This is an optimization exercise on Yosys and OpenROAD, whose aim is small area, a short achievable clock period and few clock cycles per item, not a production implementation.
At most, simulation tests tie the RTL to the original design; equivalence was not proved.
Power figures rest on the tool's default switching activity, not on a simulated workload.

==> flow/design.v <==
module Processor(clk , rst , imem_addr , imem_data , IR , Loaded , Stored , Out , valid) ;
	input clk ;
	input rst ;
	input [15:0] imem_data ;
	output [15:0] imem_addr ;
	output reg valid ;
	output reg [15:0] Out , Stored , Loaded ;
	output reg [15:0] IR ;
	localparam [255:0] RINIT = {
		16'h1984, 16'h3994, 16'h0CDE, 16'h1CBA, 16'h0102, 16'h1A32, 16'h0414, 16'h22DA,
		16'h1C86, 16'h22E0, 16'h0001, 16'h1C3A, 16'h00AA, 16'h0030, 16'h0020, 16'h0010 } ;
	localparam [255:0] MINIT = {
		16'h1984, 16'h0000, 16'h0CDE, 16'h0000, 16'h0102, 16'h1A32, 16'h0000, 16'h22DA,
		16'h0000, 16'h0000, 16'h0000, 16'h1C3A, 16'h00AA, 16'h0000, 16'h0020, 16'h0001 } ;
	reg [15:0] pc ;
	assign imem_addr = pc ;
	reg [255:0] rf ;    
	reg [255:0] dm ;    
	reg rst_q ;
	reg [15:0] IRd ;
	reg [3:0] d_rb ;      
	reg d_sub ;
	reg [15:0] ra_oh , rb_oh ;    
	reg vd ;
	always @(posedge clk) begin
		IRd <= imem_data ;
		d_rb <= (imem_data[15:12] == 4'd6) ? imem_data[11:8] : imem_data[3:0] ;
		d_sub <= (imem_data[15:12] == 4'd1) ;
		ra_oh <= 16'd1 << imem_data[7:4] ;
		rb_oh <= 16'd1 << ((imem_data[15:12] == 4'd6) ? imem_data[11:8] : imem_data[3:0]) ;
		rst_q <= rst ;
		if (rst) begin
			pc <= 16'd0 ;
			vd <= 1'b0 ;
		end else begin
			pc <= pc + 16'd1 ;
			vd <= 1'b1 ;
		end
	end
	wire [3:0] d_op  = IRd[15:12] ;
	wire [3:0] d_rs1 = IRd[7:4] ;
	wire d_and   = (d_op == 4'd2) ;
	wire d_or    = (d_op == 4'd3) ;
	wire d_xor   = (d_op == 4'd4) ;
	wire d_load  = (d_op == 4'd5) ;
	wire d_store = (d_op == 4'd6) ;
	wire d_sum   = !(d_and || d_or || d_xor || d_load || d_store) ;
	reg [15:0] A , Bx ;   
	reg [15:0] IRe ;
	reg ve ;
	reg c_sub , c_and , c_or , c_xor , c_ld , c_st , c_sum ;
	wire [15:0] res ;     
	reg [15:0] Am ;       
	wire e_wr = ve && !c_st ;    
	wire fwa = e_wr && (IRe[11:8] == d_rs1) ;
	wire fwb = e_wr && (IRe[11:8] == d_rb) ;
	reg [15:0] rda , rdb ;
	integer k ;
	always @* begin
		rda = 16'd0 ;
		rdb = 16'd0 ;
		for (k = 0 ; k < 16 ; k = k + 1) begin
			rda = rda | ({16{ra_oh[k]}} & rf[16*k +: 16]) ;
			rdb = rdb | ({16{rb_oh[k]}} & rf[16*k +: 16]) ;
		end
	end
	wire [15:0] rfa = rda ;
	wire [15:0] rfb = rdb ;
	wire [15:0] opb = fwb ? res : rfb ;
	always @(posedge clk) begin
		A <= fwa ? res : rfa ;
		Am <= 16'd1 << (fwa ? res[3:0] : rfa[3:0]) ;
		Bx <= d_sub ? ~opb : opb ;
		IRe <= IRd ;
		c_sub <= d_sub ;
		c_and <= d_and ;
		c_or <= d_or ;
		c_xor <= d_xor ;
		c_sum <= d_sum ;
		c_ld <= d_load && vd && !rst ;
		c_st <= d_store && vd && !rst ;
		ve <= vd && !rst ;
	end
	wire [16:0] sum = {A, 1'b1} + {Bx, c_sub} ;    
	reg [15:0] mrd ;
	integer m ;
	always @* begin
		mrd = 16'd0 ;
		for (m = 0 ; m < 16 ; m = m + 1) mrd = mrd | ({16{Am[m]}} & dm[16*m +: 16]) ;
	end
	assign res = ({16{c_sum}} & sum[16:1]) | ({16{c_and}} & (A & Bx)) | ({16{c_or}} & (A | Bx)) |
	             ({16{c_xor}} & (A ^ Bx)) | ({16{c_ld}} & mrd) | ({16{c_st}} & Bx) ;
	wire [15:0] rf_wd_0 = res & {16{~rst_q}} ;    
	wire [15:0] rf_wd_1 = res | {16{rst_q}} ;     
	wire [15:0] dm_wd_0 = Bx & {16{~rst_q}} ;
	wire [15:0] dm_wd_1 = Bx | {16{rst_q}} ;
	genvar gi , gj ;
	generate
		for (gi = 0 ; gi < 16 ; gi = gi + 1) begin : row
			wire rf_en = rst_q | (e_wr && IRe[11:8] == gi) ;
			wire dm_en = rst_q | (c_st && Am[gi]) ;
			for (gj = 0 ; gj < 16 ; gj = gj + 1) begin : col
				always @(posedge clk) begin
					if (rf_en) rf[16*gi + gj] <= RINIT[16*gi + gj] ? rf_wd_1[gj] : rf_wd_0[gj] ;
					if (dm_en) dm[16*gi + gj] <= MINIT[16*gi + gj] ? dm_wd_1[gj] : dm_wd_0[gj] ;
				end
			end
		end
	endgenerate
	always @(posedge clk) begin
		if (rst)
			valid <= 1'b0 ;
		else
			valid <= ve ;
		if (rst_q) begin
			Loaded <= 16'd0 ;
			Stored <= 16'd0 ;
		end else begin
			if (c_ld) Loaded <= mrd ;
			if (c_st) Stored <= Bx ;
		end
		IR <= IRe ;
		Out <= res ;
	end
endmodule
make LEC_CHECK=0 CAP_MARGIN=20 CORE_MARGIN=2 CORE_UTILIZATION=65 CTS_CLUSTER_DIAMETER=70 CTS_CLUSTER_SIZE=20 SETUP_SLACK_MARGIN=3.7 SLEW_MARGIN=20 finish   # period 6.0 ns
run.sh (not shown) runs the stock make flow with config.mk's settings and CLKGATE_MAP_FILE= SYNTH_SCRIPT=/design/flow/synth_recipe.tcl, a recipe that flattens the netlist after the stock synthesis.
==> next run, changes <==
--- a/flow/design.v
+++ b/flow/design.v
@@ -50,6 +50,9 @@
 	reg ve ;
 	reg c_sub , c_and , c_or , c_xor , c_ld , c_st , c_sum ;
+	reg ww ;              
+	reg [3:0] wrd ;
 	wire [15:0] res ;     
 	reg [15:0] Am ;       
+	reg [15:0] wen ;      
 	wire e_wr = ve && !c_st ;    
 	wire fwa = e_wr && (IRe[11:8] == d_rs1) ;
@@ -65,10 +68,11 @@
 		end
 	end
-	wire [15:0] rfa = rda ;
-	wire [15:0] rfb = rdb ;
+	wire [15:0] rfa = (ww && wrd == d_rs1) ? Out : rda ;
+	wire [15:0] rfb = (ww && wrd == d_rb) ? Out : rdb ;
 	wire [15:0] opb = fwb ? res : rfb ;
 	always @(posedge clk) begin
 		A <= fwa ? res : rfa ;
 		Am <= 16'd1 << (fwa ? res[3:0] : rfa[3:0]) ;
+		wen <= {16{rst}} | ({16{e_wr}} & (16'd1 << IRe[11:8])) ;
 		Bx <= d_sub ? ~opb : opb ;
 		IRe <= IRd ;
@@ -91,6 +95,6 @@
 	assign res = ({16{c_sum}} & sum[16:1]) | ({16{c_and}} & (A & Bx)) | ({16{c_or}} & (A | Bx)) |
 	             ({16{c_xor}} & (A ^ Bx)) | ({16{c_ld}} & mrd) | ({16{c_st}} & Bx) ;
-	wire [15:0] rf_wd_0 = res & {16{~rst_q}} ;    
-	wire [15:0] rf_wd_1 = res | {16{rst_q}} ;     
+	wire [15:0] rf_wd_0 = Out & {16{~rst_q}} ;    
+	wire [15:0] rf_wd_1 = Out | {16{rst_q}} ;     
 	wire [15:0] dm_wd_0 = Bx & {16{~rst_q}} ;
 	wire [15:0] dm_wd_1 = Bx | {16{rst_q}} ;
@@ -98,5 +102,5 @@
 	generate
 		for (gi = 0 ; gi < 16 ; gi = gi + 1) begin : row
-			wire rf_en = rst_q | (e_wr && IRe[11:8] == gi) ;
+			wire rf_en = wen[gi] ;
 			wire dm_en = rst_q | (c_st && Am[gi]) ;
 			for (gj = 0 ; gj < 16 ; gj = gj + 1) begin : col
@@ -109,8 +113,11 @@
 	endgenerate
 	always @(posedge clk) begin
-		if (rst)
+		if (rst) begin
 			valid <= 1'b0 ;
-		else
+			ww <= 1'b0 ;
+		end else begin
 			valid <= ve ;
+			ww <= e_wr ;
+		end
 		if (rst_q) begin
 			Loaded <= 16'd0 ;
@@ -120,4 +127,5 @@
 			if (c_st) Stored <= Bx ;
 		end
+		wrd <= IRe[11:8] ;
 		IR <= IRe ;
 		Out <= res ;
What happened: The new run ran to the end with no violations. Design area is lower by 0.34%. Via count is higher by 0.75%. Clock power is higher by about 3%. Worst hold slack gets better by 0.013 ns. Power is lower by 10%. Critical path depth is higher by 1. Routed wire length is higher by 0.58%. Core utilization is lower by 2.2 points.
Testbench counts after the change, summed over its fixed seeds: cycles 3,216, instrs 3,200.
No functional check of the RTL was part of the first run of this note.

[port drivers added, routing unchanged]
How much do the figures lean on ideal ports? The routed layouts below were timed once more, with nothing changed but the port constraints. Step 1 sets driving cells, clkbuf_16 on the clock port and buf_2 on the other inputs (assumed; they add their load-dependent delay and slew). Step 2 also shifts input and output timing later by t, the mid clock arrival at the registers, as if the neighbouring blocks saw the same clock. Slacks: ideal ports / drivers / drivers and shift; pairs: ideal ports / drivers.
| run | t, ns | slack for setup (ns) | latest minus earliest clock arrival (ns) |
|---|---|---|---|
| the first run | 0.657 | 3.405 / 3.405 / 3.238 | 0.018 / 0.018 |
| the second run | 0.658 | 3.610 / 3.587 / 3.137 | 0.021 / 0.020 |
After both steps setup and hold are still met in every run listed. The setup slack of the second run, which loses most, moves by -0.023 ns with the drivers and by -0.473 ns with both steps.
